This design comes from an exercise in tuning for small area on the open sky130 flow, not from production work.
RTL that was checked went through simulation tests only; none was proved equivalent to the original.
Power figures rest on the tool's default switching activity, not on a simulated workload.

Setup of v6:
// uart_top
module uart_top
  #(parameter CLKS_PER_BIT = 10417)   
  (
   input        Clk,
   input        Reset,
   input        Tx_Start,
   input [7:0]  Tx_Byte,
   input        Rx_Serial,
   output       Tx_Active,
   output       Tx_Done,
   output       Tx_Serial,
   output       Data_Valid,
   output [7:0] Rx_Byte
   );
Size: about 190 cells after synthesis, ~24 I/O pins.
==> module uart_tx, before the edit <==
module uart_tx
  #(parameter CLKS_PER_BIT = 10417)
  (
   input       Clk,
   input       Reset,
   input       Tx_Start,
   input [7:0] Tx_Byte,
   output      Tx_Active,
   output reg  Tx_Serial,
   output      Tx_Done
   );
  localparam [13:0] TERM = 14'h0e53;
  localparam [13:0] MASK = 14'h3d7f;
  reg        r_Active;
  reg [9:0]  r_Shift;
  reg [13:0] r_Count;
  reg        r_Done;
  reg [13:0] r_Done_Count;
  wire w_Tick      = ((r_Count & MASK) == (TERM & MASK));
  wire w_Last      = (r_Shift[9:1] == 9'd0);
  wire w_Run       = r_Active & ~w_Tick;
  wire w_Done_Tick = ((r_Done_Count & MASK) == (TERM & MASK));
  always @(posedge Clk)
    begin
      r_Count[13:1] <= r_Count[12:0] & {13{w_Run}};
      r_Count[0]    <= (w_Run & r_Count[13] & r_Count[12]) |
                       (w_Run & ~r_Count[13] & ~r_Count[12]);
      if (!r_Active)
        r_Shift <= {1'b1, Tx_Byte, 1'b0};
      else if (w_Tick)
        r_Shift <= {1'b0, r_Shift[9:1]};
      Tx_Serial <= Reset | ~r_Active | r_Shift[0];
      if (Reset)
        r_Active <= 1'b0;
      else if (!r_Active)
        r_Active <= Tx_Start;
      else if (w_Tick && w_Last)
        r_Active <= 1'b0;
      if (Reset)
        r_Done <= 1'b0;
      else if (r_Done)
        r_Done <= ~w_Done_Tick;
      else
        r_Done <= r_Active & w_Tick & w_Last;
      r_Done_Count <= {r_Done_Count[12:0],
                       (r_Done & r_Done_Count[13] & r_Done_Count[12]) |
                       (r_Done & ~r_Done_Count[13] & ~r_Done_Count[12])};
    end
  assign Tx_Active = r_Active;
  assign Tx_Done   = r_Done;
endmodule
==> module uart_rx, before the edit <==
module uart_rx
  #(parameter CLKS_PER_BIT = 10417)
  (
   input        Clk,
   input        Reset,
   input        Rx_Serial,
   output       Data_Valid,
   output [7:0] Rx_Byte
   );
  localparam [13:0] TERM = 14'h0e53;    
  localparam [13:0] MASK = 14'h3d7f;
  localparam [13:0] HALF = 14'h3a31;    
  localparam [3:0] IDLE  = 4'b0000;
  localparam [3:0] START = 4'b0001;
  localparam [3:0] STOP  = 4'b0010;
  reg        r_Rx_Data;
  reg [3:0]  r_State;
  reg [13:0] r_Count;
  reg [7:0]  r_Rx_Byte;
  reg        r_Data_Valid;
  reg [13:0] r_DV_Count;
  wire w_Tick    = ((r_Count & MASK) == (TERM & MASK));
  wire w_DV_Tick = ((r_DV_Count & MASK) == (TERM & MASK));
  always @(posedge Clk)
    begin
      r_Rx_Data <= Reset | Rx_Serial;
      if (Reset)
        r_State <= IDLE;
      else if (r_State == IDLE)
        begin
          if (!r_Rx_Data)
            r_State <= START;
        end
      else if (w_Tick)
        begin
          if (r_State == START)
            r_State <= r_Rx_Data ? IDLE : 4'b1000;
          else if (r_State == STOP)
            r_State <= IDLE;
          else if (r_State == 4'b1111)
            r_State <= STOP;
          else
            case (r_State[2:0])
              3'd0: r_State <= 4'b1001;
              3'd1: r_State <= 4'b1010;
              3'd2: r_State <= 4'b1011;
              3'd3: r_State <= 4'b1100;
              3'd4: r_State <= 4'b1101;
              3'd5: r_State <= 4'b1110;
              default: r_State <= 4'b1111;
            endcase
        end
      if (r_State == IDLE)
        r_Count[13:1] <= HALF[13:1];
      else if (w_Tick)
        r_Count[13:1] <= 13'd0;
      else
        r_Count[13:1] <= r_Count[12:0];
      r_Count[0] <= (r_State == IDLE) |
                    (~w_Tick & r_Count[13] & r_Count[12]) |
                    (~w_Tick & ~r_Count[13] & ~r_Count[12]);
      if (r_State[3] && w_Tick)
        r_Rx_Byte <= {r_Rx_Data, r_Rx_Byte[7:1]};
      if (Reset)
        r_Data_Valid <= 1'b0;
      else if (r_Data_Valid)
        r_Data_Valid <= ~w_DV_Tick;
      else
        r_Data_Valid <= (r_State == STOP) & w_Tick;
      r_DV_Count <= {r_DV_Count[12:0],
                     (r_Data_Valid & r_DV_Count[13] & r_DV_Count[12]) |
                     (r_Data_Valid & ~r_DV_Count[13] & ~r_DV_Count[12])};
    end
  assign Data_Valid = r_Data_Valid;
  assign Rx_Byte    = r_Rx_Byte;
endmodule
make LEC_CHECK=0 CAP_MARGIN=20 CORE_MARGIN=2 CORE_UTILIZATION=40 SLEW_MARGIN=20 finish   # period 10.0 ns
run.sh (not shown) runs the stock make flow with config.mk's settings and CLKGATE_MAP_FILE= SYNTH_SCRIPT=/design/flow/synth_recipe.tcl, a recipe that flattens the netlist after the stock synthesis.
> inputs changed (v6 -> v7)
==> flow/design.v, changed modules only <==
module uart_tx
  #(parameter CLKS_PER_BIT = 10417)
  (
   input       Clk,
   input       Reset,
   input       Tx_Start,
   input [7:0] Tx_Byte,
   output      Tx_Active,
   output reg  Tx_Serial,
   output      Tx_Done
   );
  localparam [13:0] TERM = 14'h0e53;
  localparam [13:0] MASK = 14'h3d7f;
  localparam [13:0] POL  = 14'h2aaa;
  reg        r_Active;
  reg [9:0]  r_Shift;
  reg [13:0] r_Count;       
  reg        r_Done;
  reg [13:0] r_Done_Count;  
  wire [13:0] w_Count = r_Count ^ POL;
  wire w_Tick      = ((w_Count & MASK) == (TERM & MASK));
  wire w_Last      = (r_Shift[9:1] == 9'd0);
  wire w_Run       = r_Active & ~w_Tick;
  wire w_Done_Tick = ((r_Done_Count & MASK) == (TERM & MASK));
  wire [13:0] w_Count_Next;
  assign w_Count_Next[13:1] = w_Count[12:0] & {13{w_Run}};
  assign w_Count_Next[0]    = (w_Run & w_Count[13] & w_Count[12]) |
                              (w_Run & ~w_Count[13] & ~w_Count[12]);
  always @(posedge Clk)
    begin
      r_Count <= w_Count_Next ^ POL;
      if (!r_Active)
        r_Shift <= {1'b1, Tx_Byte, 1'b0};
      else if (w_Tick)
        r_Shift <= {1'b0, r_Shift[9:1]};
      Tx_Serial <= Reset | ~r_Active | r_Shift[0];
      if (Reset)
        r_Active <= 1'b0;
      else if (!r_Active)
        r_Active <= Tx_Start;
      else if (w_Tick && w_Last)
        r_Active <= 1'b0;
      if (Reset)
        r_Done <= 1'b0;
      else if (r_Done)
        r_Done <= ~w_Done_Tick;
      else
        r_Done <= r_Active & w_Tick & w_Last;
      r_Done_Count <= {r_Done_Count[12:0],
                       (r_Done & r_Done_Count[13] & r_Done_Count[12]) |
                       (r_Done & ~r_Done_Count[13] & ~r_Done_Count[12])};
    end
  assign Tx_Active = r_Active;
  assign Tx_Done   = r_Done;
endmodule
module uart_rx
  #(parameter CLKS_PER_BIT = 10417)
  (
   input        Clk,
   input        Reset,
   input        Rx_Serial,
   output       Data_Valid,
   output [7:0] Rx_Byte
   );
  localparam [13:0] TERM = 14'h0e53;    
  localparam [13:0] MASK = 14'h3d7f;
  localparam [13:0] HALF = 14'h3a31;    
  localparam [13:0] POL  = 14'h2aaa;
  localparam [3:0] IDLE  = 4'b0000;
  localparam [3:0] START = 4'b0001;
  localparam [3:0] STOP  = 4'b0010;
  reg        r_Rx_Data;
  reg [3:0]  r_State;
  reg [13:0] r_Count;       
  reg [7:0]  r_Rx_Byte;
  reg        r_Data_Valid;
  reg [13:0] r_DV_Count;    
  wire [13:0] w_Count = r_Count ^ POL;
  wire w_Idle    = (r_State == IDLE);
  wire w_Tick    = ((w_Count & MASK) == (TERM & MASK));
  wire w_DV_Tick = ((r_DV_Count & MASK) == (TERM & MASK));
  wire [13:0] w_Count_Next;
  assign w_Count_Next[13:1] = w_Idle ? HALF[13:1] :
                              (w_Count[12:0] & {13{~w_Tick}});
  assign w_Count_Next[0] = w_Idle |
                           (~w_Tick & w_Count[13] & w_Count[12]) |
                           (~w_Tick & ~w_Count[13] & ~w_Count[12]);
  always @(posedge Clk)
    begin
      r_Rx_Data <= Reset | Rx_Serial;
      if (Reset)
        r_State <= IDLE;
      else if (w_Idle)
        begin
          if (!r_Rx_Data)
            r_State <= START;
        end
      else if (w_Tick)
        begin
          if (r_State == START)
            r_State <= r_Rx_Data ? IDLE : 4'b1000;
          else if (r_State == STOP)
            r_State <= IDLE;
          else if (r_State == 4'b1111)
            r_State <= STOP;
          else
            case (r_State[2:0])
              3'd0: r_State <= 4'b1001;
              3'd1: r_State <= 4'b1010;
              3'd2: r_State <= 4'b1011;
              3'd3: r_State <= 4'b1100;
              3'd4: r_State <= 4'b1101;
              3'd5: r_State <= 4'b1110;
              default: r_State <= 4'b1111;
            endcase
        end
      r_Count <= w_Count_Next ^ POL;
      if (r_State[3] && w_Tick)
        r_Rx_Byte <= {r_Rx_Data, r_Rx_Byte[7:1]};
      if (Reset)
        r_Data_Valid <= 1'b0;
      else if (r_Data_Valid)
        r_Data_Valid <= ~w_DV_Tick;
      else
        r_Data_Valid <= (r_State == STOP) & w_Tick;
      r_DV_Count <= {r_DV_Count[12:0],
                     (r_Data_Valid & r_DV_Count[13] & r_DV_Count[12]) |
                     (r_Data_Valid & ~r_DV_Count[13] & ~r_DV_Count[12])};
    end
  assign Data_Valid = r_Data_Valid;
  assign Rx_Byte    = r_Rx_Byte;
endmodule
Notes after the runs:
Going from v6 to v7, the clock tree buffer count of the final layout was found to have gone down by 1.
Going from v6 to v7, cell area after synthesis grew by 39 um2; post-route clock period utilization went down.
[compare] base=v6 new=v7: power drawn by the combinational cells essentially unchanged, sequential cell count essentially unchanged.
No functional check of the RTL was part of v7.

==> separate check: timing with driven ports <==
No port has a modelled driver above. Below, the same layouts with a new extraction and two added sets of constraints. Step 1, drivers: a clkbuf_16 drives Clk and a buf_2 each remaining input, both assumed. Step 2 also shifts input and output timing later by t, the mid clock arrival at the registers, as if the neighbouring blocks saw the same clock. a / b / c = no drivers / after step 1 / after step 2; a / b = the first two.
run | shift t [ns] | setup slack, ns | worst setup path after step 2
v6 | 0.367 | 6.587 / 6.558 / 6.843 | input to register
v7 | 0.369 | 6.612 / 6.587 / 6.848 | input to register
After both steps every run listed still meets setup and hold.
